Source: an optimization exercise on an open RTL-to-GDS flow (aim: small area). Production flows keep margins and buffers that such runs may drop.
In this exercise RTL edits were held to simulation tests only and were not proved equivalent to the original.
Power and IR drop assume default switching activity.

$ cat design/flow/config.mk
export PLATFORM = sky130hd
export DESIGN_NAME = project_basic
export DESIGN_NICKNAME = project_basic
export VERILOG_FILES = /design/flow/design.v
export SDC_FILE = /design/flow/constraint.sdc
export NUM_CORES = 4
export LEC_CHECK = 0
export CAP_MARGIN = 20
export CORE_MARGIN = 2
export CORE_UTILIZATION = 40
export SLEW_MARGIN = 20
$ cat design/flow/constraint.sdc
create_clock -name core_clock -period 10.0 [get_ports {clk}]
set_input_delay 2.0000 -clock core_clock [delete_from_list [all_inputs] [get_ports {clk}]]
set_output_delay 2.0000 -clock core_clock [all_outputs]
set_load 0.01 [all_outputs]
$ cat design/flow/design.v
`timescale 1ns / 1ps
module display(
    input [2:0] NUM, 
    input [3:0] BITS, 
    output reg [7:0] ZERO_ONE,
    output [3:0] LED_BITS
    );
    assign LED_BITS = BITS;
    always @(*)
      begin
        case(NUM)
        0:ZERO_ONE=8'b11111100;
        1:ZERO_ONE=8'b01100000;
        2:ZERO_ONE=8'b10011110; 
        3:ZERO_ONE=8'b00000000;
        4:ZERO_ONE=8'b11111101; 
        5:ZERO_ONE=8'b01100001; 
        default:ZERO_ONE=8'b00000001;
        endcase
      end
endmodule
module project_basic(
    input clk,
    input clr,
    input x1,
    input x0,
    input add,
    input sub,
    input result,
    output [7:0] zero_one,
    output [7:0] sign_zero_one,
    output [3:0] led_bits,
    output [3:0] sign_led_bits
    );
    reg [3:0] a;
    reg [3:0] b;
    reg a_or_b;
    integer i; 
    integer cnt; 
    reg carry;
    reg [3:0] bcom;  
    reg [30:0] count; 
    reg [4:0] ans;   
    reg [3:0] t_led_bits;
    reg [3:0] sign_t_led_bits;
    reg [2:0] num;
    reg [2:0] signnum;
    reg error;
    reg ifadd; 
    reg ifsub; 
    reg ifresult; 
    reg sw01;
    reg if_delay_count;
    reg [11:0] delay;
    reg [3:0] v_a, v_b, n_a, n_b;
    reg v_a_or_b;
    integer v_cnt;
    reg [30:0] v_count;
    reg [4:0] v_ans;
    reg v_error, v_ifadd, v_ifsub, v_ifresult, v_sw01, v_if_delay_count;
    reg [11:0] v_delay;
    always @ (posedge clk)
        begin
        v_a = a; v_b = b; v_a_or_b = a_or_b; v_cnt = cnt; v_count = count;
        v_ans = ans; v_error = error; v_ifadd = ifadd; v_ifsub = ifsub;
        v_ifresult = ifresult; v_sw01 = sw01; v_if_delay_count = if_delay_count;
        v_delay = delay;
        carry = 0;
        bcom = 0;
        if (clr)
            begin
            v_count = 0;
            v_ans = 0;
            v_a = 0;
            v_b = 0;
            v_ifadd = 0;
            v_ifsub = 0;
            v_ifresult = 0;
            v_cnt = 0;
            v_error = 0;
            v_a_or_b = 1;
            v_sw01 = 0;
            v_if_delay_count = 0;
            v_delay = 0;
            end
        else v_count = v_count + 1;
        if (v_cnt == 4)
        begin
        v_a_or_b = ~v_a_or_b;
        v_cnt = 0;
        end
        n_a = v_a;
        n_b = v_b;
        if (x1| x0)
            begin
            v_if_delay_count = 1;
            if (v_a_or_b)
                begin
                if (x1) n_a[3-v_cnt] = 1;
                else if (x0) n_a[3-v_cnt] = 0;
                end
            else
                begin
                if (x1) n_b[3-v_cnt] = 1;
                else if (x0) n_b[3-v_cnt] = 0;
                end
            v_sw01 = 1;
            end
        else if (v_sw01 & ~v_if_delay_count)
            begin
            v_cnt = v_cnt + 1;
            v_sw01 = 0;
            end
        if (v_if_delay_count)
            begin
            v_delay = v_delay + 1;
            if (v_delay[11])
                begin
                v_delay = 0;
                v_if_delay_count = 0;
                end
            end
        if (add)
            begin
            v_ifadd = 1;
            v_ifsub = 0;
            end
        if (sub)
            begin
            v_ifsub = 1;
            v_ifadd = 0;
            end
        if (result)
            begin
            if (v_ifadd)
                begin
                carry = 0;
                for(i = 0; i < 4; i = i + 1)
                    begin
                    v_ans[i] = (v_a[i]^v_b[i])^carry;
                    carry = (v_a[i]&v_b[i])|((v_a[i]^v_b[i])&carry);
                    end
                v_error = carry;
                v_ans[4] = 0;
                end
            else if (v_ifsub)
                begin
                bcom = ~v_b;
                carry = 1;
                for (i = 0; i < 4; i = i + 1)
                    begin
                    v_ans[i] = (v_a[i]^bcom[i])^carry;
                    carry = (v_a[i]&bcom[i])|((v_a[i]^bcom[i])&carry);
                    end
                v_ans[4] = ~carry;
                v_error = 0;
                end
            v_ifresult = 1;
            end
        a <= n_a;
        b <= n_b;
        a_or_b <= v_a_or_b;
        cnt <= v_cnt;
        count <= v_count;
        ans <= v_ans;
        error <= v_error;
        ifadd <= v_ifadd;
        ifsub <= v_ifsub;
        ifresult <= v_ifresult;
        sw01 <= v_sw01;
        if_delay_count <= v_if_delay_count;
        delay <= v_delay;
        end
    always@(*)
        begin
        if (~ifresult)
            begin
            if (error)
            case(count[15:14])
            0:begin num <= 2;signnum <= 2;t_led_bits <= 4'b0001;sign_t_led_bits <= 4'b0001;end
            1:begin num <= 2;signnum <= 2;t_led_bits <= 4'b0010;sign_t_led_bits <= 4'b0010;end
            2:begin num <= 2;signnum <= 2;t_led_bits <= 4'b0100;sign_t_led_bits <= 4'b0100;end
            3:begin num <= 2;signnum <= 2;t_led_bits <= 4'b1000;sign_t_led_bits <= 4'b1000;end
            endcase
            else if (ifadd)
            case(count[15:14])
            0:begin num <= b[0] + 4;signnum <= a[0];t_led_bits <= 4'b0001;sign_t_led_bits <= 4'b0001;end
            1:begin num <= b[1] + 4;signnum <= a[1];t_led_bits <= 4'b0010;sign_t_led_bits <= 4'b0010;end
            2:begin num <= b[2] + 4;signnum <= a[2];t_led_bits <= 4'b0100;sign_t_led_bits <= 4'b0100;end
            3:begin num <= b[3] + 4;signnum <= a[3];t_led_bits <= 4'b1000;sign_t_led_bits <= 4'b1000;end
            endcase
            else if (ifsub)
            case(count[15:14])
            0:begin num <= b[0];signnum <= a[0] + 4;t_led_bits <= 4'b0001;sign_t_led_bits <= 4'b0001;end
            1:begin num <= b[1];signnum <= a[1] + 4;t_led_bits <= 4'b0010;sign_t_led_bits <= 4'b0010;end
            2:begin num <= b[2];signnum <= a[2] + 4;t_led_bits <= 4'b0100;sign_t_led_bits <= 4'b0100;end
            3:begin num <= b[3];signnum <= a[3] + 4;t_led_bits <= 4'b1000;sign_t_led_bits <= 4'b1000;end
            endcase
            else
            case(count[15:14])
            0:begin num <= b[0];signnum <= a[0];t_led_bits <= 4'b0001;sign_t_led_bits <= 4'b0001;end
            1:begin num <= b[1];signnum <= a[1];t_led_bits <= 4'b0010;sign_t_led_bits <= 4'b0010;end
            2:begin num <= b[2];signnum <= a[2];t_led_bits <= 4'b0100;sign_t_led_bits <= 4'b0100;end
            3:begin num <= b[3];signnum <= a[3];t_led_bits <= 4'b1000;sign_t_led_bits <= 4'b1000;end
            endcase
            end
        else
            begin
            if (~error & ans[4])
            case(count[14:13])
            0:begin num <= ans[0];signnum <= 1;t_led_bits <= 4'b0001;sign_t_led_bits <= 4'b0001;end
            1:begin num <= ans[1];signnum <= 3;t_led_bits <= 4'b0010;sign_t_led_bits <= 4'b0010;end
            2:begin num <= ans[2];signnum <= 3;t_led_bits <= 4'b0100;sign_t_led_bits <= 4'b0100;end
            3:begin num <= ans[3];signnum <= 3;t_led_bits <= 4'b1000;sign_t_led_bits <= 4'b1000;end
            endcase
            else if (~error)
            case(count[15:14])
            0:begin num <= ans[0];signnum <= 3;t_led_bits <= 4'b0001;sign_t_led_bits <= 4'b0001;end
            1:begin num <= ans[1];signnum <= 3;t_led_bits <= 4'b0010;sign_t_led_bits <= 4'b0010;end
            2:begin num <= ans[2];signnum <= 3;t_led_bits <= 4'b0100;sign_t_led_bits <= 4'b0100;end
            3:begin num <= ans[3];signnum <= 3;t_led_bits <= 4'b1000;sign_t_led_bits <= 4'b1000;end
            endcase
            else
            case(count[15:14])
            0:begin num <= 2;signnum <= 2;t_led_bits <= 4'b0001;sign_t_led_bits <= 4'b0001;end
            1:begin num <= 2;signnum <= 2;t_led_bits <= 4'b0010;sign_t_led_bits <= 4'b0010;end
            2:begin num <= 2;signnum <= 2;t_led_bits <= 4'b0100;sign_t_led_bits <= 4'b0100;end
            3:begin num <= 2;signnum <= 2;t_led_bits <= 4'b1000;sign_t_led_bits <= 4'b1000;end
            endcase
            end
        end
      display display1(.NUM(num),.BITS(t_led_bits),.ZERO_ONE(zero_one),.LED_BITS(led_bits));
      display display2(.NUM(signnum),.BITS(sign_t_led_bits),.ZERO_ONE(sign_zero_one),.LED_BITS(sign_led_bits));
endmodule
$ cat design/flow/run.sh
#!/bin/bash
# synth_recipe.tcl (not shown) runs the flow's synth.tcl, then flattens the netlist and writes it again
# the make line also repeats each setting of config.mk as NAME=value (left out here)
make -C /OpenROAD-flow-scripts/flow DESIGN_CONFIG=/design/flow/config.mk WORK_HOME=/design/flow/orfs CLKGATE_MAP_FILE= SYNTH_SCRIPT=/design/flow/synth_recipe.tcl finish
==> results of run 1 <==
-- per-stage QoR --
step	hold slack [ns]	util (%)	worst slack (ns)	cells	area, sq um
2_1_floorplan	0.3979	-	2.679	839	6454
3_3_place_gp	0.4098	42.47	2.585	1020	6721
3_5_place_dp	0.4256	42.47	2.397	1020	6721
4_1_cts	0.4363	44.57	2.765	1036	7054
5_1_grt	0.4809	44.57	2.311	1036	7054
6_report	0.4296	44.57	2.666	1036	7054
-- kinds of logic after synthesis --
kind of cell	Yosys count	synth area share, %
AO/OA/AOI/OAI	165	17.37
XOR/XNOR	66	8.957
adder cells (fa/ha/maj)	14	3.412
buffers and inverters	98	6.863
flip-flops	80	24.82
multiplexers	14	2.986
AND/OR/NAND/NOR	402	35.60
-- flip-flops by register name (all words and copies together), names as in the netlist --
register        cells
error               1
count              16
delay              12
a_or_b              1
ans                 5
b                   4
sw01                1
ifadd               1
ifsub               1
cnt                32
ifresult            1
a                   4
if_delay_count      1
-- final cells by class --
cell class,count,area (sq um)
multi-input cells,661,4409
well taps,216,270.3
fillers,1584,8773
clock inverters,7,107.6
repair buffers,35,335.3
clock buffers,9,225.2
flip-flops and latches,80,1602
inverters,28,105.1
-- layout by cell type, fill, tap and decap left out, types with 27 or more instances in the layout --
| cell type | Yosys | final |
|---|---|---|
| xnor2_1 | 29 | 29 |
| xor2_1 | 37 | 37 |
| nand2_1 | 70 | 70 |
| o21ai_0 | 40 | 40 |
| a21oi_1 | 30 | 30 |
| clkdlybuf4s50_1 | 0 | 29 |
| nor2_1 | 82 | 82 |
| dfxtp_1 | 80 | 80 |
| nand3_1 | 43 | 43 |
| nor3_1 | 30 | 30 |
| inv_1 | 27 | 27 |
-- Yosys cell counts (12+ instances only) --
master    number
a21oi_1       30
a31oi_1       12
and3_1        23
buf_4         13
clkbuf_1      41
dfxtp_1       80
inv_1         27
nand2_1       70
nand3_1       43
nand4_1       23
nor2_1        82
nor2b_1       19
nor3_1        30
nor4_1        18
o21ai_0       40
xnor2_1       29
xor2_1        37
-- metal layers --
| metal | up-vias | routed length [um] | GRT usage [%] |
|---|---|---|---|
| met4 | 0 | 413 | 9.074 |
| met5 | - | 0 | 0 |
| met2 | 140 | 7625 | 31.82 |
| met1 | 2821 | 8374 | 28.82 |
| li1 | 3004 | - | - |
| met3 | 30 | 627 | 2.850 |
-- worst paths after layout --
kind | endpoint | start
setup reg to reg | a[0] | cnt[20]
hold / removal | count[0] | count[0]
setup / recovery | a[0] | clr
hold reg to reg | count[0] | count[0]
-- where the power goes --
part	internal [W]	switching (W)	total, W	leakage [nW]
clock	0.000224	0.000154	0.000378	0.160
combinational	0.0000173	0.0000250	0.0000423	1.99
sequential	0.000325	0.00000453	0.000329	0.649
-- worst max-delay path, stage by stage --
cell and delay (ns):
buf_4 0.31, nor2_1 0.16, nand2_1 0.17, ha_1 0.68, inv_1 0.33, nor4b_1 0.39, nor3_1 0.17, o31ai_2 0.43
nand4_2 0.24, or4_1 0.75, or4b_1 0.55, o311a_1 0.12, a211o_1 0.30, or4b_4 0.57, nor3_4 0.27, a22o_1 0.17
==> metrics.md, run 1 <==
| Metric | Value |
|---|---|
| Status | no timing/DRC/antenna violations |
| Via count | 5995 |
| Number of global-route vias before repair | approximately 5500 |
| Largest net degree at the start of global routing | 69 |
| IR drop worst, VDD | around 0.000084 V |
| P_leak | 2.799 nW |
| Final min period | roughly 7.3 ns |
| Nets@finish | 836 |
| Worst-path clk slew | roughly 0.07 ns |
| DIE AREA | 17170 sq um |
| Initial cell density of the core | a little over 40% |
| Avg Cell Area, Syn | just under 8 sq um |
| Hold/Removal Path Class | reg -> reg |
| Max-cap violations | 0 |
| CTS Buf Count | 9 |
| Number of I/O port buffers | 30 |
| Arr. time, crit path | approximately 7.6 ns |
| Async SR Flop Fraction | 0% |
| First-pass GRT wire length | ~28000 um |
| CTS tree | done |
| Total power | approximately 0.00075 W |
| Resize count post-CTS | 0 |
| Peak Freq | approximately 0.14 GHz |
| Setup TNS | 0 ns |
| Cts hold-fix bufs | 0 |
| Ys flop type | dfxtp_1 |
| Core area | roughly 16000 sq um |
| Yosys reg bits | 80 |
| Top-level port count | 31 |
| GRT Total Usage | between 20% and 30% |
| Critical path launch point type | input port |
| Final ANT Viol Nets | 0 |
| Post-synth top area cell | dfxtp_1 |
| Final Wtd Congestion | ~0.94 |
| FP Rows | between 40 and 50 |
| # DRC | 0 |
| Synth top area cells | dfxtp_1 25%, xor2_1 5.0%, nor2_1 4.8% |
| N_diodes | 0 |
| Final hold vios | 0 |
| DIE WIDTH | 131.0 um |
| Final setup skew | approximately 0.0053 ns |
| R2R Setup Slk | approximately 3.2 ns |
| Crit end category | register |
| Worst-margin pin slew | ~0.86 ns |
| Via/cell ratio | 5.787 |
| Layout cell share with drive strength beyond 1 | roughly 7.8% |
| Worst Reg-to-Reg Cells | 17 |
| Drt pass-1 iters | 5 |
| Final worst path period share | between 70 and 80% |
| WL final | 17040 um |
| Root buf cell | clkbuf_16 |
| Gate Count Post-Synth | 839 |
| Final slew viol count | 0 |
| Overflow after GRT | 0 |
| Vert. Die Dim | about 130 um |
| DR iter-0 viols | 510 |
| WS Path Type | in -> reg |
| Pwr dens | between 100 and 150 nW/um^2 |
| Sequential area share after synthesis | 24.82% |
| Post-Syn Area | around 6500 sq um |
| Final HPWL DP | roughly 12000 um |
| Unrepaired setup endpoints after global routing | no |
| Hold depth | 1 |
| Maximum fanout along the worst path | 32 |
| Antenna violations before repair | 0 |
| Slew Limit Headroom | a little over two fifths |
| Synth warn | 2 |
| # clock sinks | 80 |
| Distinct cells, synth | a little under 90 |
| Clock buffer depth | 2 |
| Clock latency (worst-skew pair) | ~0.35 ns |
| Synth top area share | 24.82% |
| Post-CTS Setup Bufs | 0 |
| Synth Net Count | 860 |
| Number of H-tree levels | 3 |
| Worst Path Required | between 10 and 15 ns |
| Post-synth EDFFs | 0 |
| Final setup fails | 0 |
| Area grow syn2layout | 9.306% |
| DR WL/cell | around 16 um |
==> run 2, diff against run 1 <==
==> design/flow/design.v (replaced) <==
`timescale 1ns / 1ps
module project_basic(
    input clk,
    input clr,
    input x1,
    input x0,
    input add,
    input sub,
    input result,
    output [7:0] zero_one,
    output [7:0] sign_zero_one,
    output [3:0] led_bits,
    output [3:0] sign_led_bits
    );
    reg [3:0] a, b;
    reg [2:0] pos;       
    reg sw01;            
    reg [10:0] delay;    
    reg [15:0] count;    
    reg [4:0] ans;       
    reg error, ifadd, ifsub, ifresult;
    wire key = x1 | x0;
    wire busy = |delay;
    wire [3:0] ca = clr ? 4'd0 : a;
    wire [3:0] cb = clr ? 4'd0 : b;
    wire [2:0] cpos = clr ? 3'd0 : pos;
    wire csw = ~clr & sw01;
    wire cbusy = ~clr & busy;
    wire cadd = ~clr & ifadd;
    wire csub = ~clr & ifsub;
    wire nadd = sub ? 1'b0 : (add | cadd);
    wire nsub = sub | (~add & csub);
    wire [4:0] sum = {1'b0, ca} + {1'b0, cb};
    wire [4:0] dif = {1'b0, ca} - {1'b0, cb};
    integer i;
    reg [3:0] na, nb;
    always @(*) begin
        na = ca; nb = cb;
        for (i = 0; i < 4; i = i + 1) begin
            if (key && !cpos[2] && cpos[1:0] == 3 - i) na[i] = x1;
            if (key &&  cpos[2] && cpos[1:0] == 3 - i) nb[i] = x1;
        end
    end
    always @(posedge clk) begin
        a <= na;
        b <= nb;
        count <= clr ? 16'd0 : count + 16'd1;
        delay <= (key | cbusy) ? (clr ? 11'd0 : delay) + 11'd1 : 11'd0;
        if (key) sw01 <= 1'b1;
        else if (csw & ~cbusy) sw01 <= 1'b0;
        else sw01 <= csw;
        pos <= (~key & csw & ~cbusy) ? cpos + 3'd1 : cpos;
        ifadd <= nadd;
        ifsub <= nsub;
        if (result & nadd) begin
            ans <= {1'b0, sum[3:0]};
            error <= sum[4];
        end else if (result & nsub) begin
            ans <= dif;
            error <= 1'b0;
        end else if (clr) begin
            ans <= 5'd0;
            error <= 1'b0;
        end
        ifresult <= result | (~clr & ifresult);
    end
    wire neg = ifresult & ~error & ans[4];
    wire [1:0] sel = neg ? count[14:13] : count[15:14];
    wire [3:0] onehot = 4'b0001 << sel;
    assign led_bits = onehot;
    assign sign_led_bits = onehot;
    wire vm = ifresult ? ans[sel] : b[sel];
    wire vs = ifresult ? (neg & sel == 2'd0) : a[sel];
    wire blank = ifresult & ~error & ~(neg & sel == 2'd0);
    wire E = ifresult & error;
    assign zero_one[6:5] = {2{~E}};
    assign zero_one[1] = E;
    assign {zero_one[7], zero_one[4:2]} = {4{E | ~vm}};
    assign zero_one[0] = ~ifresult & ifadd;
    assign sign_zero_one[6:5] = {2{~E & ~blank}};
    assign sign_zero_one[1] = E;
    assign {sign_zero_one[7], sign_zero_one[4:2]} = {4{E | (~blank & ~vs)}};
    assign sign_zero_one[0] = ~ifresult & ifsub;
endmodule
==> metrics.md, run 2 <==
| Metric | Value |
|---|---|
| WL final | 5484 um (-68%) |
| CTS tree | done |
| Top-level port count | 31 (unchanged) |
| Final ANT Viol Nets | 0 (unchanged) |
| Post-Syn Area | 2774 sq um (-57%) |
| IR drop worst, VDD | 0.00005212 V (-38%) |
| R2r endpoint | ans[3] |
| Final HPWL DP | 4029 um (-67%) |
| Max-cap violations | 0 (unchanged) |
| Crit-path slowest cell | clkdlybuf4s50_1 |
| Hold depth | 2 (+1) |
| Hold Crit Start | sw01 |
| Top post-synthesis cells by count | 43 x dfxtp_1, 36 x nor2_1, 20 x nand2_1 |
| Drt pass-1 iters | 4 (-1) |
| Via count | 2214 (-63%) |
| DP Area | 3027 sq um (-55%) |
| Cts hold-fix bufs | 0 (unchanged) |
| Final setup fails | 0 (unchanged) |
| Area grow syn2layout | 12.04% |
| Hold/Removal Path Class | reg -> reg |
| Final worst path period share | 48.30% (-25 points) |
| Vert. Die Dim | 87.28 um (-33%) |
| Sequential area share after synthesis | 36.45% (+12 points) |
| Peak Freq | 0.2070 GHz (+52%) |
| Synth top area share | 31.03% (+6.2 points) |
| GRT Total Usage | 15.67% (-5.0 points) |
| Worst Reg-to-Reg Cells | 6 (-11) |
| Critical Path Max Stage Delay | 0.59 ns (-0.16 ns) |
| # clock sinks | 48 (-40%) |
| DIE WIDTH | 87.28 um (-33%) |
| Commonest non-fill, non-tap cells in the layout | 43 x dfxtp_1, 36 x nor2_1, 30 x clkdlybuf4s50_1, 20 x nand2_1 |
| DIE AREA | 7617 sq um (-56%) |
| Number of H-tree levels | 2 (-1) |
| Pwr dens | 116.5 nW/um^2 (+9.6%) |
| Async SR Flop Fraction | 0% (unchanged) |
| P_leak | 1.245 nW (-56%) |
| Worst-margin pin slew | 0.5054 ns (-0.3536 ns) |
| Root buf cell | clkbuf_8 |
| Distinct cells, synth | 63 (-29%) |
| Final Wtd Congestion | 0.7906 (-15%) |
| Post-synth top area cell | dfxtp_1 |
| Crit path launch | ifresult |
| Commonest non-fill, non-tap cell in the layout | dfxtp_1 |
| Gate Count Post-Synth | 317 (-62%) |
| Arr. time, crit path | 2.83 ns (-4.80 ns) |
| Status | no timing/DRC/antenna violations |
| Fillers | 656 (-59%) |
| Final hold vios | 0 (unchanged) |
| First-pass GRT wire length | 9508 um (-66%) |
| Setup TNS | 0 ns (unchanged) |
| Final setup skew | 0.005307 ns (+0.00001390 ns) |
| Via/cell ratio | 5.400 (-6.7%) |
| Critical path launch point type | register |
| Most flops, register | count |
| Slew Limit Headroom | 66.30% (+24 points) |
| Final min period | 4.830 ns (-2.504 ns) |
| WS Path Type | reg -> out |
| Antenna violations before repair | 0 (unchanged) |
| Number of global-route vias before repair | 1992 (-64%) |
| Initial cell density of the core | 41.06% (+0.28 points) |
| Worst Path Required | 8.00 ns (-2.30 ns) |
| R2R Setup Slk | 8.15 ns (+4.95 ns) |
| Synth Net Count | 338 (-61%) |
| Cell Chain, Critical Path | nand3b_4 -> mux2i_2 -> mux4_2 -> o221ai_2 -> clkdlybuf4s50_1 |
| CTS Buf Count | 5 (-4) |
| Top flop regs | count x16, delay x11, ans x5 |
| Clock buffer depth | 2 (unchanged) |
| Layout cell share with drive strength beyond 1 | 6.061% (-1.7 points) |
| FP Rows | 30 (-35%) |
| Crit end category | output pin |
| Ys flop type | dfxtp_1 |
| Resize count post-CTS | 0 (unchanged) |
| DR WL/cell | 13.38 um (-19%) |
| # DRC | 0 (unchanged) |
| Clock latency (worst-skew pair) | 0.31 ns (-0.04 ns) |
| Yosys reg bits | 48 (-40%) |
| N_diodes | 0 (unchanged) |
| DR iter-0 viols | 150 (-71%) |
| Maximum fanout along the worst path | 10 (-69%) |
| Core area | 6756 sq um (-57%) |
| Overflow after GRT | 0 (unchanged) |
| Synth warn | 1 (-1) |
| Max reg flops | 16 (-50%) |
| Hold Path Sink | sw01 |
| Final slew viol count | 0 (unchanged) |
| Largest net degree at the start of global routing | 50 (-28%) |
| Worst-path clk slew | 0.08 ns (about the same) |
| Synth top area cells | dfxtp_1 31%, ha_1 6.3%, edfxtp_1 5.4% |
| Unrepaired setup endpoints after global routing | no |
| Post-CTS Setup Bufs | 0 (unchanged) |
| Post-synth EDFFs | 5 (+5) |
| Nets@finish | 351 (-58%) |
| Top-count cell post-synth | dfxtp_1 |
| Avg Cell Area, Syn | 8.751 sq um (+14%) |
| Post-route cell area | 3108 sq um (-56%) |
| Number of I/O port buffers | 30 (unchanged) |
| RR Startpoint | a[2] |
==> run 2: routing by layer <==
layer | wire [um] | share of wire [%] | GRT usage (%)
met1 | 2771 | 51 | 21.99
met2 | 2459 | 45 | 24.38
met3 | 190 | 3.5 | 3.128
met4 | 63 | 1.1 | 4.615
met5 | 0 | 0 | 0
==> run 2: per-stage QoR <==
step / util [%] / total power (W) / setup WS (ns) / hold slack (ns) / cells
finish: 46.00 / 0.0003622 / 5.170 / 0.4567 / 410
global route: 46.00 / 0.0003819 / 4.987 / 0.4933 / 410
CTS: 46.00 / 0.0003673 / 5.128 / 0.4609 / 410
detailed placement: 44.80 / 0.0002546 / 5.380 / 0.4480 / 403
global placement: 44.80 / 0.0002543 / 5.463 / 0.4413 / 403
floorplan: - / 0.0002408 / 5.953 / 0.4264 / 317
==> run 2: cell families after synthesis <==
group	after synthesis	synth area share (%)
flip-flops	48	36.45
AND/OR/NAND/NOR	129	25.21
buffers and inverters	42	7.893
multiplexers	6	2.841
AO/OA/AOI/OAI	55	13.98
adder cells (fa/ha/maj)	15	6.676
XOR/XNOR	22	6.946
==> run 2: worst max-delay path by stage <==
stage,endpoint,cells after the start,slack [ns]
6_report,zero_one[3],5,5.17
5_1_grt,zero_one[3],5,4.99
4_1_cts,zero_one[3],5,5.13
3_5_place_dp,ans[3],10,5.38
3_3_place_gp,ans[3],10,5.46
2_1_floorplan,ans[3],9,5.95
==> run 2: cell type report <==
class / instances / area (sq um) / share of cell area (%)
Clock buffer: 5 / 68.82 / 2.214
Clock inverter: 2 / 12.51 / 0.4026
Inverter: 17 / 63.81 / 2.053
Multi-Input combinational cell: 227 / 1544 / 49.68
Sequential cell: 48 / 1011 / 32.53
Tap cell: 80 / 100.1 / 3.221
Timing Repair Buffer: 31 / 307.8 / 9.903
==> run 2: power breakdown <==
part / total (W) / internal (W) / switching (W)
clock network: 0.000112 / 0.0000474 / 0.0000650
logic: 0.0000435 / 0.0000214 / 0.0000221
registers: 0.000206 / 0.000201 / 0.00000549
total: 0.000362 / 0.000270 / 0.0000926
==> run 2: worst max-delay path: cells and delay by family (launching register included) <==
family          cells  cell delay, ns
compound gates      1            0.24
simple gates        1            0.17
mux                 2            0.95
buf+inv             1            0.59
flops               1            0.58
==> run 3, diff against run 2 <==
==> design/flow/design.v (replaced) <==
`timescale 1ns / 1ps
module project_basic(
    input clk,
    input clr,
    input x1,
    input x0,
    input add,
    input sub,
    input result,
    output [7:0] zero_one,
    output [7:0] sign_zero_one,
    output [3:0] led_bits,
    output [3:0] sign_led_bits
    );
    reg [3:0] a, b;
    reg [2:0] pos;       
    reg sw01;            
    localparam [10:0] DM = 11'b01010101010;
    localparam [12:0] CM = 13'b0101010101010;
    reg [10:0] dlq;      
    reg [12:0] clq;      
    wire [10:0] dl = dlq ^ DM;   
    wire [12:0] cl = clq ^ CM;   
    reg [2:0] hi;        
    reg [3:0] ans;
    reg neg, error, ifadd, ifsub, ifresult;
    wire key = x1 | x0;
    wire [3:0] ca = clr ? 4'd0 : a;
    wire [3:0] cb = clr ? 4'd0 : b;
    wire [2:0] cpos = clr ? 3'd0 : pos;
    wire [10:0] cdl = clr ? 11'd0 : dl;
    wire [12:0] ccl = clr ? 13'd0 : cl;
    wire csw = ~clr & sw01;
    wire cadd = ~clr & ifadd;
    wire csub = ~clr & ifsub;
    wire dlow0 = ~|cdl[9:0];
    wire cbusy = cdl[10] | ~dlow0;
    wire dfb = cdl[10] ^ cdl[8] ^ (dlow0 & (cdl[10] | key));
    wire clow0 = ~|cl[11:0];
    wire tick = cl[12] & clow0;      
    wire cfb = ccl[12] ^ ccl[3] ^ ccl[2] ^ ccl[0] ^ (~|ccl[11:0]);
    wire nadd = ~sub & (add | cadd);
    wire nsub = sub | (~add & csub);
    wire [3:0] bx = cb ^ {4{nsub}};
    wire [4:0] c;
    wire [3:0] s;
    assign c[0] = nsub;
    genvar g;
    generate for (g = 0; g < 4; g = g + 1) begin : rca
        assign s[g] = ca[g] ^ bx[g] ^ c[g];
        assign c[g+1] = (ca[g] & bx[g]) | (ca[g] & c[g]) | (bx[g] & c[g]);
    end endgenerate
    wire ld = clr | (result & (nadd | nsub));
    wire [3:0] wbit = {cpos[1:0] == 2'd0, cpos[1:0] == 2'd1, cpos[1:0] == 2'd2, cpos[1:0] == 2'd3};
    wire [3:0] wa = {4{key & ~cpos[2]}} & wbit;
    wire [3:0] wb = {4{key & cpos[2]}} & wbit;
    wire inc = ~key & csw & ~cbusy;
    always @(posedge clk) begin
        a <= (wa & {4{x1}}) | (~wa & ca);
        b <= (wb & {4{x1}}) | (~wb & cb);
        clq <= (clr ? 13'd0 : {cl[11:0], cfb}) ^ CM;
        hi[0] <= ~clr & (hi[0] ^ tick);
        hi[1] <= ~clr & (hi[1] ^ (tick & hi[0]));
        hi[2] <= ~clr & (hi[2] ^ (tick & hi[0] & hi[1]));
        dlq <= {cdl[9:0], dfb} ^ DM;
        sw01 <= key | (csw & cbusy);
        pos[0] <= cpos[0] ^ inc;
        pos[1] <= cpos[1] ^ (inc & cpos[0]);
        pos[2] <= cpos[2] ^ (inc & cpos[0] & cpos[1]);
        ifadd <= nadd;
        ifsub <= nsub;
        if (ld) begin
            ans <= s;
            neg <= nsub & ~c[4];
            error <= ~nsub & c[4];
        end
        ifresult <= result | (~clr & ifresult);
    end
    wire rneg = ifresult & neg;
    wire [1:0] sel = rneg ? hi[1:0] : hi[2:1];
    wire [3:0] onehot = 4'b0001 << sel;
    assign led_bits = onehot;
    assign sign_led_bits = onehot;
    wire first = rneg & (sel == 2'd0);
    wire vm = ifresult ? ans[sel] : b[sel];
    wire vs = ifresult ? first : a[sel];
    wire blank = ifresult & ~error & ~first;
    wire E = ifresult & error;
    assign zero_one[6:5] = {2{~E}};
    assign zero_one[1] = E;
    assign {zero_one[7], zero_one[4:2]} = {4{E | ~vm}};
    assign zero_one[0] = ~ifresult & ifadd;
    assign sign_zero_one[6:5] = {2{~E & ~blank}};
    assign sign_zero_one[1] = E;
    assign {sign_zero_one[7], sign_zero_one[4:2]} = {4{E | (~blank & ~vs)}};
    assign sign_zero_one[0] = ~ifresult & ifsub;
endmodule
==> design/flow/flow/run.sh (new file) <==
#!/bin/bash
# The standard layout, with the smallest buffer on each port and power
# recovery (which downsizes gates that have slack) after global routing.
set -euo pipefail
export BUFFER_PORTS_ARGS="-buffer_cell sky130_fd_sc_hd__buf_1"
export RECOVER_POWER=100
bash standard.sh > standard.log 2>&1
==> design/flow/standard.sh (new file) <==
#!/bin/bash
# synth_recipe.tcl (not shown) runs the flow's synth.tcl, then flattens the netlist and writes it again
# the make line also repeats each setting of config.mk as NAME=value (left out here)
make -C /OpenROAD-flow-scripts/flow DESIGN_CONFIG=/design/flow/config.mk WORK_HOME=/design/flow/orfs CLKGATE_MAP_FILE= SYNTH_SCRIPT=/design/flow/synth_recipe.tcl "${@:-finish}"
removed: design/flow/run.sh
==> metrics.md, run 3 <==
| Metric | Value |
|---|---|
| Status | no timing/DRC/antenna violations |
| Worst setup margin | 4.549 ns (-0.6206 ns) |
| Final setup fails | 0 (unchanged) |
| Ys flop type | dfxtp_1 |
| DR iter-0 viols | 59 (-61%) |
| Crit end category | register |
| Top flop regs | clq x13, dlq x11 |
| Post-synth top area cell | dfxtp_1 |
| Drt pass-1 iters | 4 (unchanged) |
| Final worst path period share | 54.51% (+6.2 points) |
| Synth warn | 1 (unchanged) |
| DIE WIDTH | 77.14 um (-12%) |
| Cts hold-fix bufs | 0 (unchanged) |
| Async SR Flop Fraction | 0% (unchanged) |
| Setup TNS | 0 ns (unchanged) |
| Critical path launch point type | input port |
| Nets@finish | 248 (-29%) |
| Avg Cell Area, Syn | 9.770 sq um (+12%) |
| Number of H-tree levels | 2 (unchanged) |
| Worst-path clk slew | 0.08 ns (about the same) |
| Synth top area share | 39.30% (+8.3 points) |
| Final Wtd Congestion | 0.7815 (-1.2%) |
| Final setup skew | 0.006538 ns (+0.001231 ns) |
| Area grow syn2layout | 8.246% |
| Core area | 5140 sq um (-24%) |
| # DRC | 0 (unchanged) |
| WL final | 3848 um (-30%) |
| Synth Net Count | 233 (-31%) |
| GRT Total Usage | 14.30% (-1.4 points) |
| Sequential area share after synthesis | 47.72% (+11 points) |
| Worst Path Required | 10.17 ns (+2.17 ns) |
| Final min period | 5.451 ns (+0.6206 ns) |
| WS Path Type | in -> reg |
| Final HPWL DP | 2762 um (-31%) |
| FP Rows | 26 (-13%) |
| Final ANT Viol Nets | 0 (unchanged) |
| Hold/Removal Path Class | reg -> reg |
| Largest net degree at the start of global routing | 34 (-32%) |
| Synth top area cells | dfxtp_1 39%, edfxtp_1 8.4%, buf_4 5.3% |
| Post-CTS Setup Bufs | 0 (unchanged) |
| Initial cell density of the core | 41.63% (+0.57 points) |
| Clock buffer depth | 2 (unchanged) |
| DR WL/cell | 12.62 um (-5.7%) |
| CTS Buf Count | 5 (unchanged) |
| Layout cell share with drive strength beyond 1 | 6.383% (+0.32 points) |
| Antenna violations before repair | 0 (unchanged) |
| Final slew viol count | 0 (unchanged) |
| Via/cell ratio | 4.875 (-9.7%) |
| Pre-CTS setup slack | 5.323 ns (-0.05663 ns) |
| Root buf cell | clkbuf_8 |
| Peak Freq | 0.1835 GHz (-11%) |
| Slew Limit Headroom | 8.778% (-58 points) |
| Multi-input logic area | 935.9 sq um (-39%) |
| Cell Chain, Critical Path | buf_1 -> clkbuf_1 -> inv_1 -> nand2_1 -> mux2_2 -> fa_1 -> fa_1 -> inv_1 -> fa_1 -> inv_1 |
| Maximum fanout along the worst path | 33 (+23) |
| Resize count post-CTS | 0 (unchanged) |
| CTS tree | done |
| Vert. Die Dim | 77.14 um (-12%) |
| FF/Latch Area | 1021 sq um (+0.99%) |
| Number of I/O port buffers | 30 (unchanged) |
| Post-Syn Area | 2140 sq um (-23%) |
| Gate Count Post-Synth | 219 (-31%) |
| First-pass GRT wire length | 6679 um (-30%) |
| Crit-path slowest cell | clkbuf_1 |
| Number of global-route vias before repair | 1431 (-28%) |
| Top-count cell post-synth | dfxtp_1 |
| Unrepaired setup endpoints after global routing | no |
| Most flops, register | clq |
| Arr. time, crit path | 5.62 ns (+2.79 ns) |
| Top post-synthesis cells by count | 42 x dfxtp_1, 25 x nor2_1, 22 x nand2_1 |
| DIE AREA | 5950 sq um (-22%) |
| Via count | 1487 (-33%) |
| Yosys reg bits | 48 (unchanged) |
| Distinct cells, synth | 44 (-30%) |
| Commonest non-fill, non-tap cell in the layout | dfxtp_1 |
| Max-cap violations | 0 (unchanged) |
| P_leak | 0.9066 nW (-27%) |
| Fillers | 526 (-20%) |
| Top-level port count | 31 (unchanged) |
| Worst-margin pin slew | 1.368 ns (+0.8629 ns) |
| Pwr dens | 174.7 nW/um^2 (+50%) |
| N_diodes | 0 (unchanged) |
| Clock latency (worst-skew pair) | 0.30 ns (about the same) |
| Critical Path Max Stage Delay | 0.99 ns (+0.40 ns) |
| Final hold vios | 0 (unchanged) |
| # clock sinks | 48 (unchanged) |
| Max reg flops | 13 (-3) |
| IR drop worst, VDD | 0.0001032 V (+98%) |
| Post-synth EDFFs | 6 (+1) |
| Commonest non-fill, non-tap cells in the layout | 42 x dfxtp_1, 30 x buf_1, 25 x nor2_1, 22 x nand2_1, 11 x nor2b_1 |
| Overflow after GRT | 0 (unchanged) |
==> run 3: routing by layer <==
metal	up-vias	GRT usage, %	wire [um]	part of all wire [%]
met4	0	4.821	43	1.1
met3	5	4.588	192	5.0
met1	682	19.14	1917	50
met5	-	0	0	0
met2	40	21.83	1694	44
li1	760	-	-	-
==> run 3: per-stage QoR <==
stage	std cells	hold WS [ns]	utilization, %	area (sq um)	total power, W
final	305	0.3879	45.06	2316	0.0004046
after global routing	305	0.4147	45.06	2316	0.0004258
after CTS	305	0.3916	45.20	2323	0.0004105
after detailed placement	297	0.3708	42.84	2202	0.0002651
after global placement	297	0.3768	42.84	2202	0.0002643
after floorplan	219	0.3611	-	2140	0.0002581
==> run 3: cell type report <==
cell class,count,share of cell area (%)
clock buffer,6,3.566
timing repair buffer,31,5.024
tap,70,3.782
sequential,48,44.08
inverter,9,1.459
multi-input combinational,139,40.41
clock inverter,2,1.675
==> run 3: path summary, 6_finish.rpt <==
kind                            cells past startpoint    start       to  slack (ns)
worst min register to register                      1  clq[10]  clq[11]        0.39
worst max register to register                      8    ifsub   ans[3]        7.47
worst min-delay path                                1  clq[10]  clq[11]        0.39
worst max-delay path                               10      clr   ans[3]        4.55
==> run 3: cells by family after synthesis <==
kind of cell,count (synthesis),synth area share [%]
AOI/OAI and AO/OA,25,7.954
buffers and inverters,32,8.362
adders and majority gates,7,5.146
DFF,48,47.72
muxes,9,4.386
xor gates and xnor gates,9,4.328
and+or+nand+nor,89,22.11
==> run 3: power by group <==
part	switching [W]	internal [W]	total (W)
registers	0.00000770	0.000205	0.000213
logic	0.0000236	0.0000230	0.0000467
clock network	0.0000630	0.0000817	0.000145
total	0.0000943	0.000310	0.000405
==> run 3: critical path, delay by kind of cell <==
family / cells / cell delay (ns)
multiplexers: 1 / 0.36
adder cells (fa/ha/maj): 3 / 1.17
buffers and inverters: 5 / 1.88
AND/OR/NAND/NOR: 1 / 0.19
==> run 4, diff against run 3 <==
==> design/flow/run.sh (new file) <==
#!/bin/bash
# synth_recipe.tcl (not shown) runs the flow's synth.tcl, then flattens the netlist and writes it again
# the make line also repeats each setting of config.mk as NAME=value (left out here)
make -C /OpenROAD-flow-scripts/flow DESIGN_CONFIG=/design/flow/config.mk WORK_HOME=/design/flow/orfs CLKGATE_MAP_FILE= SYNTH_SCRIPT=/design/flow/synth_recipe.tcl finish
removed: design/flow/flow/run.sh
removed: design/flow/standard.sh
==> metrics.md, run 4 <==
| Metric | Value |
|---|---|
| Status | no timing/DRC/antenna violations |
| Max-cap violations | 0 (unchanged) |
| Pre-CTS setup slack | 4.923 ns (-0.4003 ns) |
| Unrepaired setup endpoints after global routing | no |
| Cell Int Power | 0.0003099 W (-0.14%) |
| Nets@finish | 248 (unchanged) |
| Logic pwr share | 13.9% (+2.4 points) |
| Worst Reg-to-Reg Cells | 8 (unchanged) |
| Total power | 0.0004039 W (-0.17%) |
| Via count | 1496 (+0.61%) |
| Commonest non-fill, non-tap cells in the layout | 42 x dfxtp_1, 30 x clkdlybuf4s50_1, 25 x nor2_1, 22 x nand2_1, 11 x nor2b_1 |
| Clock latency (worst-skew pair) | 0.29 ns (about the same) |
| Final hold vios | 0 (unchanged) |
| Critical path launch point type | input port |
| R2R Setup Slk | 7.49 ns (+0.02 ns) |
| Switch Pwr | 0.00009404 W (-0.29%) |
| Final ANT Viol Nets | 0 (unchanged) |
| Antenna violations before repair | 0 (unchanged) |
| Hold/Removal Path Class | reg -> reg |
| Crit-path slowest cell | clkdlybuf4s50_1 |
| Number of I/O port buffers | 30 (unchanged) |
| Final setup skew | 0.009303 ns (+0.002765 ns) |
| Hold Crit Start | clq[10] |
| Gate Count Post-Synth | 219 (unchanged) |
| Async SR Flop Fraction | 0% (unchanged) |
| Clock power frac | 33.3% (-2.5 points) |
| Arr. time, crit path | 4.94 ns (-0.68 ns) |
| Synth top area share | 39.30% (unchanged) |
| Initial cell density of the core | 41.63% (unchanged) |
| Setup TNS | 0 ns (unchanged) |
| Yosys reg bits | 48 (unchanged) |
| N_diodes | 0 (unchanged) |
| Final min period | 4.771 ns (-0.6801 ns) |
| Top flop regs | clq x13, dlq x11 |
| Fillers | 490 (-6.8%) |
| Overflow after GRT | 0 (unchanged) |
| # DRC | 0 (unchanged) |
| DR WL/cell | 13.27 um (+5.2%) |
| Synth top area cells | dfxtp_1 39%, edfxtp_1 8.4%, buf_4 5.3% |
| Distinct cells, synth | 44 (unchanged) |
| Maximum fanout along the worst path | 33 (unchanged) |
| WHS | 0.3876 ns (-0.0002620 ns) |
| Max Used Layer | met4 |
| CTS tree | done |
| Root buf cell | clkbuf_8 |
| Cts hold-fix bufs | 0 (unchanged) |
| Vert. Die Dim | 77.14 um (unchanged) |
| Top post-synthesis cells by count | 42 x dfxtp_1, 25 x nor2_1, 22 x nand2_1 |
| Via/cell ratio | 4.905 (+0.61%) |
| Synth warn | 1 (unchanged) |
| DIE WIDTH | 77.14 um (unchanged) |
| Flop pwr share | 52.8% (about the same) |
| Core area | 5140 sq um (unchanged) |
| Clock buffer depth | 2 (unchanged) |
| # clock sinks | 48 (unchanged) |
| CTS Buf Count | 5 (unchanged) |
| DR iter-0 viols | 68 (+15%) |
| Worst path buffer plus inverter count | 5 (unchanged) |
| Slew Limit Headroom | 58.61% (+50 points) |
| P_leak | 0.9856 nW (+8.7%) |
| Delay-heaviest family, CP | buffers and inverters |
| Routed metal-1 wirelength | 1957 um (+2.1%) |
| Most flops, register | clq |
| Post-synth top area cell | dfxtp_1 |
| IR drop worst, VDD | 0.0001001 V (-3.0%) |
| Number of global-route vias before repair | 1395 (-2.5%) |
| Peak Freq | 0.2096 GHz (+14%) |
| Worst Path Required | 10.17 ns (about the same) |
| Number of H-tree levels | 2 (unchanged) |
| Pwr dens | 161.8 nW/um^2 (-7.4%) |
| Area grow syn2layout | 16.67% |
| RR Startpoint | ifsub |
| Top-level port count | 31 (unchanged) |
| Largest net degree at the start of global routing | 34 (unchanged) |
| Crit end category | register |
| Cell Chain, Critical Path | clkdlybuf4s50_1 -> buf_4 -> inv_1 -> nand2_1 -> mux2_2 -> fa_1 -> fa_1 -> inv_1 -> fa_1 -> inv_1 |
| Worst setup margin | 5.229 ns (+0.6801 ns) |
| Final HPWL DP | 2984 um (+8.0%) |
| First-pass GRT wire length | 6589 um (-1.3%) |
| Synth Net Count | 233 (unchanged) |
| Post-Syn Area | 2140 sq um (unchanged) |
| Commonest non-fill, non-tap cell in the layout | dfxtp_1 |
| Top-count cell post-synth | dfxtp_1 |
| Resize count post-CTS | 0 (unchanged) |
| Ys flop type | dfxtp_1 |
| Worst-path clk slew | 0.09 ns (about the same) |
| Worst-margin pin slew | 0.6144 ns (-0.7540 ns) |
| Layout cell share with drive strength beyond 1 | 6.383% (unchanged) |
| WS Path Type | in -> reg |
| Post-CTS Setup Bufs | 0 (unchanged) |
| DIE AREA | 5950 sq um (unchanged) |
| WL final | 4048 um (+5.2%) |
| Post-synth EDFFs | 6 (unchanged) |
| Final setup fails | 0 (unchanged) |
| Met3 WL | 198 um (+3.1%) |
| Final Wtd Congestion | 0.7663 (-1.9%) |
| Avg Cell Area, Syn | 9.770 sq um (unchanged) |
| Hold depth | 1 (unchanged) |
| Critical Path Max Stage Delay | 0.45 ns (-0.54 ns) |
| FP Rows | 26 (unchanged) |
| Sequential area share after synthesis | 47.72% (unchanged) |
| Sw frac | 23.28% (-0.028 points) |
| Hold Path Sink | clq[11] |
| Final worst path period share | 47.71% (-6.8 points) |
| WL met2 | 1868 um (+10%) |
| Max reg flops | 13 (unchanged) |
| GRT Total Usage | 13.76% (-0.54 points) |
| Drt pass-1 iters | 4 (unchanged) |
| R2r endpoint | ans[3] |
| Final slew viol count | 0 (unchanged) |
[run 4: layer usage]
layer	vias up	track usage, %
li1	758	-
met1	696	18.47
met2	40	22.35
met3	2	3.059
met4	0	3.750
met5	-	0
[run 4: cell families after synthesis]
family	after synthesis	share of synthesized area (%)
AO/OA/AOI/OAI	25	7.954
XOR/XNOR	9	4.328
adder cells (fa/ha/maj)	7	5.146
buffers and inverters	32	8.362
flip-flops	48	47.72
multiplexers	9	4.386
AND/OR/NAND/NOR	89	22.11
[run 4: power groups by stage]
stage | Sequential [W] | Clock, W | Combinational [W]
finish | 0.000213 | 0.000135 | 0.0000560
global route | 0.000214 | 0.000144 | 0.0000616
CTS | 0.000213 | 0.000139 | 0.0000564
detailed placement | 0.000218 | 0 | 0.0000563
global placement | 0.000218 | 0 | 0.0000552
floorplan | 0.000215 | 0 | 0.0000436
[run 4: cell type report]
| type | instances | area (sq um) | share of cell area [%] |
|---|---|---|---|
| Sequential cell | 48 | 1021 | 40.90 |
| Multi-Input combinational cell | 139 | 939.7 | 37.64 |
| Clock inverter | 3 | 37.54 | 1.504 |
| Tap cell | 70 | 87.58 | 3.509 |
| Clock buffer | 5 | 68.82 | 2.757 |
| Timing Repair Buffer | 31 | 307.8 | 12.33 |
| Inverter | 9 | 33.78 | 1.353 |
[run 4: how the worst max path moves through the flow]
| stage | startpoint | to | slack (ns) | cells past startpoint |
|---|---|---|---|---|
| floorplan | clr | ans[3] | 5.92 | 9 |
| global placement | clr | ans[3] | 4.95 | 10 |
| detailed placement | clr | ans[3] | 4.92 | 10 |
| CTS | clr | ans[3] | 5.23 | 10 |
| global route | clr | ans[3] | 4.98 | 10 |
| finish | clr | ans[3] | 5.23 | 10 |
[run 4: through the flow]
step	instance area [sq um]	utilization [%]	instances
5_1_grt	2496	48.56	305
4_1_cts	2496	48.56	305
2_1_floorplan	2140	-	219
3_5_place_dp	2390	46.49	297
6_report	2496	48.56	305
3_3_place_gp	2390	46.49	297
==> run 5, diff against run 4 <==
--- a/design/flow/design.v
+++ b/design/flow/design.v
@@ -76,16 +76,15 @@
         end
         ifresult <= result | (~clr & ifresult);
     end
-    wire rneg = ifresult & neg;
-    wire [1:0] sel = rneg ? hi[1:0] : hi[2:1];
+    wire [1:0] sel = neg ? hi[1:0] : hi[2:1];
     wire [3:0] onehot = 4'b0001 << sel;
     assign led_bits = onehot;
     assign sign_led_bits = onehot;
-    wire first = rneg & (sel == 2'd0);
-    wire vm = ifresult ? ans[sel] : b[sel];
-    wire vs = ifresult ? first : a[sel];
+    wire first = neg & (sel == 2'd0);
+    wire vm = ans[sel] | (~ifresult & b[sel]);
+    wire vs = first | (~ifresult & a[sel]);
     wire blank = ifresult & ~error & ~first;
-    wire E = ifresult & error;
+    wire E = error;
     assign zero_one[6:5] = {2{~E}};
     assign zero_one[1] = E;
     assign {zero_one[7], zero_one[4:2]} = {4{E | ~vm}};
==> design/flow/flow/run.sh (new file) <==
#!/bin/bash
# The standard layout (standard.sh), with three changes:
#  - synthesis maps the logic with an area-oriented ABC script (flow/abc_area.script)
#    in place of ORFS's speed script; everything else in synth_recipe.tcl is kept,
#    so the registers and their names are those of the standard synthesis
#  - each port gets the smallest buffer, buf_1
#  - clock tree synthesis uses clkbuf_4 buffers
set -euo pipefail
W=$PWD
{
  cat <<'EOT'
proc abc {args} {
  set i [lsearch $args -script]
  if {$i >= 0} { lset args [expr {$i + 1}] $::env(MY_ABC_SCRIPT) }
  yosys abc {*}$args
}
EOT
  cat "$W/synth_recipe.tcl"
} > "$W/flow_synth.tcl"
sed -e "s|SYNTH_SCRIPT=[^ ]*|SYNTH_SCRIPT=$W/flow_synth.tcl|" "$W/standard.sh" > "$W/flow_standard.sh"
grep -q "SYNTH_SCRIPT=$W/flow_synth.tcl" "$W/flow_standard.sh"
export MY_ABC_SCRIPT=$W/flow/abc_area.script
export BUFFER_PORTS_ARGS="-buffer_cell sky130_fd_sc_hd__buf_1"
export CTS_ARGS="-sink_clustering_enable -repair_clock_nets -buf_list sky130_fd_sc_hd__clkbuf_8 -root_buf sky130_fd_sc_hd__clkbuf_8 -sink_clustering_size 24 -dont_use_dummy_load"
bash "$W/flow_standard.sh" > "$W/flow_standard.log" 2>&1
==> design/flow/flow/abc_area.script (new file) <==
strash
dch -f
amap
topo
==> design/flow/standard.sh (new file) <==
#!/bin/bash
# synth_recipe.tcl (not shown) runs the flow's synth.tcl, then flattens the netlist and writes it again
# the make line also repeats each setting of config.mk as NAME=value (left out here)
make -C /OpenROAD-flow-scripts/flow DESIGN_CONFIG=/design/flow/config.mk WORK_HOME=/design/flow/orfs CLKGATE_MAP_FILE= SYNTH_SCRIPT=/design/flow/synth_recipe.tcl "${@:-finish}"
--- a/design/flow/config.mk
+++ b/design/flow/config.mk
@@ -7,5 +7,6 @@
 export LEC_CHECK = 0
 export CAP_MARGIN = 20
 export CORE_MARGIN = 2
-export CORE_UTILIZATION = 40
+export CORE_UTILIZATION = 85
+export PLACE_DENSITY = 0.9
 export SLEW_MARGIN = 20
removed: design/flow/run.sh
==> metrics.md, run 5 <==
| Metric | Value |
|---|---|
| Slew Limit Headroom | 43.16% (-15 points) |
| Arr. time, crit path | 5.39 ns (+0.45 ns) |
| # DRC | 0 (unchanged) |
| Async SR Flop Fraction | 0% (unchanged) |
| Synth Net Count | 236 (+1.3%) |
| Post-synth top area cell | dfxtp_1 |
| Final slew viol count | 0 (unchanged) |
| First-pass GRT wire length | 7755 um (+18%) |
| Root buf cell | clkbuf_8 |
| Pre-CTS setup slack | 4.741 ns (-0.1818 ns) |
| N_diodes | 0 (unchanged) |
| Initial cell density of the core | 89.26% (+48 points) |
| Final setup skew | 0.01642 ns (+0.007116 ns) |
| Via/cell ratio | 6.438 (+31%) |
| Worst setup margin | 4.772 ns (-0.4573 ns) |
| DIE AREA | 2700 sq um (-55%) |
| Via count | 1751 (+17%) |
| WHS | 0.4037 ns (+0.01614 ns) |
| Worst-margin pin slew | 0.8437 ns (+0.2293 ns) |
| Unrepaired setup endpoints after global routing | no |
| WS Path Type | in -> reg |
| Crit end category | register |
| Resize count post-CTS | 0 (unchanged) |
| Post-synth EDFFs | 6 (unchanged) |
| IR drop worst, VDD | 0.0002165 V (+120%) |
| Synth top area share | 42.99% (+3.7 points) |
| DIE WIDTH | 51.97 um (-33%) |
| Top-level port count | 31 (unchanged) |
| Worst Path Required | 10.16 ns (about the same) |
| Vert. Die Dim | 51.97 um (-33%) |
| Cell Chain, Critical Path | buf_1 -> buf_4 -> clkinv_1 -> a31oi_1 -> clkinv_1 -> nor2_1 -> a21oi_1 -> fa_1 -> fa_1 -> clkinv_1 -> fa_1 -> clkinv_1 |
| Pwr dens | 177.1 nW/um^2 (+9.4%) |
| Commonest non-fill, non-tap cell in the layout | dfxtp_1 |
| GRT Total Usage | 41.56% (+28 points) |
| Core area | 2191 sq um (-57%) |
| Top-count cell post-synth | dfxtp_1 |
| Fillers | 66 (-87%) |
| Ys flop type | dfxtp_1 |
| Max-cap violations | 0 (unchanged) |
| Avg Cell Area, Syn | 8.809 sq um (-9.8%) |
| DR iter-0 viols | 130 (+91%) |
| FP Rows | 17 (-35%) |
| Commonest non-fill, non-tap cells in the layout | 42 x dfxtp_1, 38 x nor2_1, 30 x buf_1, 26 x nand2_1, 21 x clkinv_1 |
| CTS Buf Count | 5 (unchanged) |
| Number of I/O port buffers | 30 (unchanged) |
| Top flop regs | clq x13, dlq x11 |
| Met3 WL | 518 um (+160%) |
| DR WL/cell | 18.46 um (+39%) |
| Most flops, register | clq |
| Maximum fanout along the worst path | 25 (-24%) |
| Clock buffer depth | 2 (unchanged) |
| Top post-synthesis cells by count | 42 x dfxtp_1, 38 x nor2_1, 26 x nand2_1 |
| Worst-path clk slew | 0.08 ns (about the same) |
| Final min period | 5.228 ns (+0.4573 ns) |
| Yosys reg bits | 48 (unchanged) |
| Cts hold-fix bufs | 0 (unchanged) |
| Clock latency (worst-skew pair) | 0.30 ns (about the same) |
| Routed metal-1 wirelength | 1852 um (-5.4%) |
| WL met2 | 2387 um (+28%) |
| Hold/Removal Path Class | reg -> reg |
| Nets@finish | 260 (+4.8%) |
| Sequential area share after synthesis | 52.21% (+4.5 points) |
| Number of global-route vias before repair | 1656 (+19%) |
| Post-Syn Area | 1956 sq um (-8.6%) |
| Critical Path Max Stage Delay | 0.57 ns (+0.12 ns) |
| Final hold vios | 0 (unchanged) |
| Layout cell share with drive strength beyond 1 | 2.459% (-3.9 points) |
| Critical path launch point type | input port |
| Max reg flops | 13 (unchanged) |
| Status | no timing/DRC/antenna violations |
| P_leak | 0.8241 nW (-16%) |
| # clock sinks | 48 (unchanged) |
| WL final | 5021 um (+24%) |
| Distinct cells, synth | 26 (-41%) |
| Crit-path slowest cell | a31oi_1 |
| Final ANT Viol Nets | 0 (unchanged) |
| Antenna violations before repair | 0 (unchanged) |
| Peak Freq | 0.1913 GHz (-8.7%) |
| Overflow after GRT | 0 (unchanged) |
| CTS tree | done |
| Final worst path period share | 52.28% (+4.6 points) |
| Final setup fails | 0 (unchanged) |
| Synth warn | 1 (unchanged) |
| Post-CTS Setup Bufs | 0 (unchanged) |
| Most used cell, CP | clkinv_1 |
| Final HPWL DP | 3188 um (+6.9%) |
| Area grow syn2layout | 6.078% |
| Number of H-tree levels | 2 (unchanged) |
| Final Wtd Congestion | 0.8991 (+17%) |
| Setup TNS | 0 ns (unchanged) |
| Largest net degree at the start of global routing | 26 (-24%) |
| Gate Count Post-Synth | 222 (+1.4%) |
| Max Used Layer | met4 |
| Synth top area cells | dfxtp_1 43%, edfxtp_1 9.2%, nor2_1 7.3% |
| Drt pass-1 iters | 7 (+3) |
## run 5: cell count changes after synthesis, moves of 5 or more
cell      previous run  this run
a21oi_1              5        17
clkbuf_1             5         0
clkinv_1             0        21
inv_1                9         0
mux2i_1              6         0
nor2_1              25        38
nor3_1               5        10
o21ai_0              5        11
xnor2_1              6         0
## run 5: final timing paths
path              slack [ns]  depth (start not counted)  endpoint  startpoint
setup / recovery        4.77                         12    ans[3]         clr
hold reg to reg         0.40                          1   clq[11]     clq[10]
setup reg to reg        7.23                          9    ans[3]       ifsub
hold / removal          0.40                          1   clq[11]     clq[10]
## run 5: report_power, final
group	leakage, nW	internal [W]	switching [W]
combinational	0.384	0.0000164	0.0000363
sequential	0.404	0.000205	0.00000630
clock	0.0359	0.0000451	0.0000584
total	0.824	0.000266	0.000101
## run 5: worst max-delay path, delay by kind of cell
family	cells	cell delay (ns)
buffers and inverters	6	1.34
adder cells (fa/ha/maj)	3	1.23
AO/OA/AOI/OAI	2	0.65
AND/OR/NAND/NOR	1	0.16
## run 5: cells by family after synthesis
group           after synthesis  synth area share [%]
compound gates               41                 12.48
flops                        48                 52.21
simple gates                 91                 20.28
fa+ha+maj                     7                 5.630
buf+inv                      35                 9.405
## run 5: layer usage
layer / up-vias / GRT usage, %
met2: 141 / 69.41
met3: 37 / 12.93
met1: 792 / 47.69
li1: 781 / -
met5: - / 0
met4: 0 / 21.05
## run 5: area by class of cell
| class | count | area (sq um) | area share, % |
|---|---|---|---|
| inverters | 21 | 78.83 | 3.800 |
| well taps | 28 | 35.03 | 1.689 |
| multi-input cells | 139 | 750.7 | 36.19 |
| flip-flops and latches | 48 | 1021 | 49.22 |
| clock buffers | 5 | 68.82 | 3.317 |
| repair buffers | 31 | 120.1 | 5.790 |
## run 5: stage by stage
| stage | power, W | cell area [sq um] | cells | utilization, % |
|---|---|---|---|---|
| 3_3_place_gp | 0.0002599 | 2006 | 267 | 91.55 |
| 6_report | 0.0003674 | 2074 | 272 | 94.69 |
| 4_1_cts | 0.0003650 | 2074 | 272 | 94.69 |
| 5_1_grt | 0.0003800 | 2074 | 272 | 94.69 |
| 2_1_floorplan | 0.0002550 | 1956 | 222 | - |
| 3_5_place_dp | 0.0002641 | 2006 | 267 | 91.55 |
==> run 6, diff against run 5 <==
--- a/design/flow/config.mk
+++ b/design/flow/config.mk
@@ -7,6 +7,5 @@
 export LEC_CHECK = 0
 export CAP_MARGIN = 20
 export CORE_MARGIN = 2
-export CORE_UTILIZATION = 85
-export PLACE_DENSITY = 0.9
+export CORE_UTILIZATION = 40
 export SLEW_MARGIN = 20
==> metrics.md, run 6 <==
| Metric | Value |
|---|---|
| Status | no timing/DRC/antenna violations |
| Overflow after GRT | 0 (unchanged) |
| Post-route cell area | 2123 sq um (+2.4%) |
| Worst Path Required | 10.18 ns (+0.02 ns) |
| Unrepaired setup endpoints after global routing | no |
| CTS Buf Count | 5 (unchanged) |
| Core area | 4723 sq um (+120%) |
| Hold depth | 1 (unchanged) |
| Pre-CTS setup slack | 4.586 ns (-0.1548 ns) |
| Final setup skew | 0.02602 ns (+0.009600 ns) |
| Layout cell share with drive strength beyond 1 | 2.459% (unchanged) |
| Final slew viol count | 0 (unchanged) |
| Final setup fails | 0 (unchanged) |
| Worst Reg-to-Reg Cells | 9 (unchanged) |
| Worst-margin pin slew | 0.8319 ns (-0.01172 ns) |
| # clock sinks | 48 (unchanged) |
| Vert. Die Dim | 73.92 um (+42%) |
| Gate Count Post-Synth | 222 (unchanged) |
| GRT Total Usage | 14.71% (-27 points) |
| Final HPWL DP | 2770 um (-13%) |
| Post-CTS Setup Bufs | 0 (unchanged) |
| DR iter-0 viols | 130 (unchanged) |
| Ys flop type | dfxtp_1 |
| Crit end category | register |
| Top post-synthesis cells by count | 42 x dfxtp_1, 38 x nor2_1, 26 x nand2_1 |
| Max reg flops | 13 (unchanged) |
| Post-Syn Area | 1956 sq um (unchanged) |
| Crit. path cell count | 12 (unchanged) |
| R2R Setup Slk | 7.36 ns (+0.13 ns) |
| Delay-heaviest family, CP | buffers and inverters |
| Number of I/O port buffers | 30 (unchanged) |
| Worst setup margin | 4.917 ns (+0.1447 ns) |
| Post-synth EDFFs | 6 (unchanged) |
| Synth warn | 1 (unchanged) |
| Final min period | 5.083 ns (-0.1447 ns) |
| Hold/Removal Path Class | reg -> reg |
| RR Startpoint | ifsub |
| WL final | 3677 um (-27%) |
| Arr. time, crit path | 5.26 ns (-0.13 ns) |
| IR drop worst, VDD | 0.00005363 V (-75%) |
| Critical path launch point type | input port |
| Commonest non-fill, non-tap cells in the layout | 42 x dfxtp_1, 38 x nor2_1, 30 x buf_1, 26 x nand2_1, 21 x clkinv_1 |
| R2r endpoint | ans[3] |
| WS Path Type | in -> reg |
| Via count | 1486 (-15%) |
| N_diodes | 0 (unchanged) |
| Worst path buffer plus inverter count | 6 (unchanged) |
| DR WL/cell | 11.82 um (-36%) |
| Final worst path period share | 50.83% (-1.4 points) |
| Number of H-tree levels | 2 (unchanged) |
| Final Wtd Congestion | 0.8859 (-1.5%) |
| Setup TNS | 0 ns (unchanged) |
| Peak Freq | 0.1967 GHz (+2.8%) |
| Final hold vios | 0 (unchanged) |
| Final ANT Viol Nets | 0 (unchanged) |
| Top-level port count | 31 (unchanged) |
| Root buf cell | clkbuf_8 |
| Yosys reg bits | 48 (unchanged) |
| Distinct cells, synth | 26 (unchanged) |
| First-pass GRT wire length | 5989 um (-23%) |
| Cell Chain, Critical Path | buf_1 -> buf_4 -> clkinv_1 -> a31oi_1 -> clkinv_1 -> nor2_1 -> a21oi_1 -> fa_1 -> fa_1 -> clkinv_1 -> fa_1 -> clkinv_1 |
| Clock buffer depth | 2 (unchanged) |
| Via/cell ratio | 4.778 (-26%) |
| DP Area | 2054 sq um (+2.4%) |
| Clock latency (worst-skew pair) | 0.30 ns (about the same) |
| P_leak | 0.8241 nW (unchanged) |
| Resize count post-CTS | 0 (unchanged) |
| Synth top area cells | dfxtp_1 43%, edfxtp_1 9.2%, nor2_1 7.3% |
| Most used cell, CP | clkinv_1 |
| Drt pass-1 iters | 4 (-3) |
| Avg Cell Area, Syn | 8.809 sq um (unchanged) |
| Sequential area share after synthesis | 52.21% (unchanged) |
| Hold Path Sink | dlq[10] |
| Synth top area share | 42.99% (unchanged) |
| Largest net degree at the start of global routing | 26 (unchanged) |
| Cts hold-fix bufs | 0 (unchanged) |
| Initial cell density of the core | 41.40% (-48 points) |
| Pwr dens | 169.8 nW/um^2 (-4.1%) |
| Top-count cell post-synth | dfxtp_1 |
| Worst-path clk slew | 0.09 ns (about the same) |
| DIE AREA | 5464 sq um (+100%) |
| Max-cap violations | 0 (unchanged) |
| Number of global-route vias before repair | 1278 (-23%) |
| FP Rows | 25 (+8) |
| # DRC | 0 (unchanged) |
| Commonest non-fill, non-tap cell in the layout | dfxtp_1 |
| Hold Crit Start | dlq[9] |
| Post-synth top area cell | dfxtp_1 |
| DIE WIDTH | 73.92 um (+42%) |
| Async SR Flop Fraction | 0% (unchanged) |
| Area grow syn2layout | 8.573% |
| Nets@finish | 260 (unchanged) |
| Maximum fanout along the worst path | 25 (unchanged) |
| Synth Net Count | 236 (unchanged) |
| Slew Limit Headroom | 43.95% (+0.79 points) |
| Crit-path slowest cell | clkinv_1 |
| Most flops, register | clq |
| Top flop regs | clq x13, dlq x11 |
| Antenna violations before repair | 0 (unchanged) |
| Critical Path Max Stage Delay | 0.55 ns (-0.02 ns) |
| CTS tree | done |
==> run 6: cell counts after synthesis <==
Identical to the previous run, type by type.
==> run 6: metrics by stage <==
stage	hold WS (ns)	total power (W)	instances	util, %
finish	0.3942	0.0003605	311	44.95
global route	0.4167	0.0003787	311	44.95
detailed placement	0.3781	0.0002628	306	43.50
floorplan	0.3612	0.0002550	222	-
global placement	0.3746	0.0002619	306	43.50
CTS	0.3974	0.0003649	311	44.95
==> run 6: final cells by class <==
cell class	instances	area, sq um
fillers	473	2600
flip-flops and latches	48	1021
multi-input cells	139	750.7
repair buffers	31	120.1
well taps	67	83.83
inverters	21	78.83
clock buffers	5	68.82
==> run 6: layer usage <==
| metal | vias to the layer above | share of wire [%] | routed length [um] | GRT usage (%) |
|---|---|---|---|---|
| li1 | 780 | - | - | - |
| met1 | 654 | 48 | 1772 | 19.88 |
| met2 | 46 | 44 | 1621 | 21.92 |
| met3 | 6 | 5.8 | 214 | 4.527 |
| met4 | 0 | 1.8 | 68 | 6.061 |
| met5 | - | 0 | 0 | 0 |
==> run 6: kinds of logic (layout without fill, tap and decap cells) <==
group	after synthesis	count (layout)	synth area share [%]
AO/OA/AOI/OAI	41	41	12.48
adder cells (fa/ha/maj)	7	7	5.630
buffers and inverters	35	57	9.405
flip-flops	48	48	52.21
AND/OR/NAND/NOR	91	91	20.28
==> run 6: worst max path at each step <==
stage	startpoint	end	slack, ns
after floorplan	clr	ans[3]	5.48
after global placement	clr	ans[3]	4.73
after detailed placement	clr	ans[3]	4.59
after CTS	clr	ans[3]	4.90
after global routing	clr	ans[3]	4.61
final	clr	ans[3]	4.92
==> run 6: where the power goes <==
part | switching (W) | internal [W]
Clock | 0.0000573 | 0.0000452
Sequential | 0.00000510 | 0.000205
Combinational | 0.0000320 | 0.0000162
==> run 6: worst register-to-register path, cell delays in order (launching register included) <==
cell and delay, ns:
dfxtp_1 0.32, a31oi_1 0.37, clkinv_1 0.29, nor2_1 0.15, a21oi_1 0.07, fa_1 0.43
fa_1 0.38, clkinv_1 0.07, fa_1 0.40, clkinv_1 0.05

==> what the ideal ports hide <==
The results above use ideal ports. As a check the final layouts listed here were re-extracted and re-timed, cells and wires unchanged.
Step 1 assumes that a clkbuf_16 drives the clock port and a buf_2 every other input.
Step 2, shift: input delay + t, output delay - t, t = (earliest + latest rising clock arrival at the registers) / 2. This alone moves slack from input paths to output paths.
a / b / c = no drivers / after step 1 / after step 2; a / b = the first two.
run	t (ns)	slack for setup (ns)	worst setup path at the end	latest minus earliest clock arrival (ns)
run 1	0.391	2.666 / 2.680 / 2.289	input to register	0.005 / 0.005
run 2	0.329	5.170 / 5.144 / 5.361	input to register	0.009 / 0.008
run 3	0.318	4.549 / 4.551 / 4.233	input to register	0.006 / 0.006
run 4	0.312	5.229 / 5.233 / 4.920	input to register	0.009 / 0.009
run 5	0.317	4.772 / 4.769 / 4.453	input to register	0.017 / 0.017
run 6	0.313	4.917 / 4.919 / 4.606	input to register	0.026 / 0.026
After both steps every run listed still meets setup and hold. The setup slack of run 1, which loses most, moves by +0.014 ns with the drivers and by -0.377 ns with both steps.
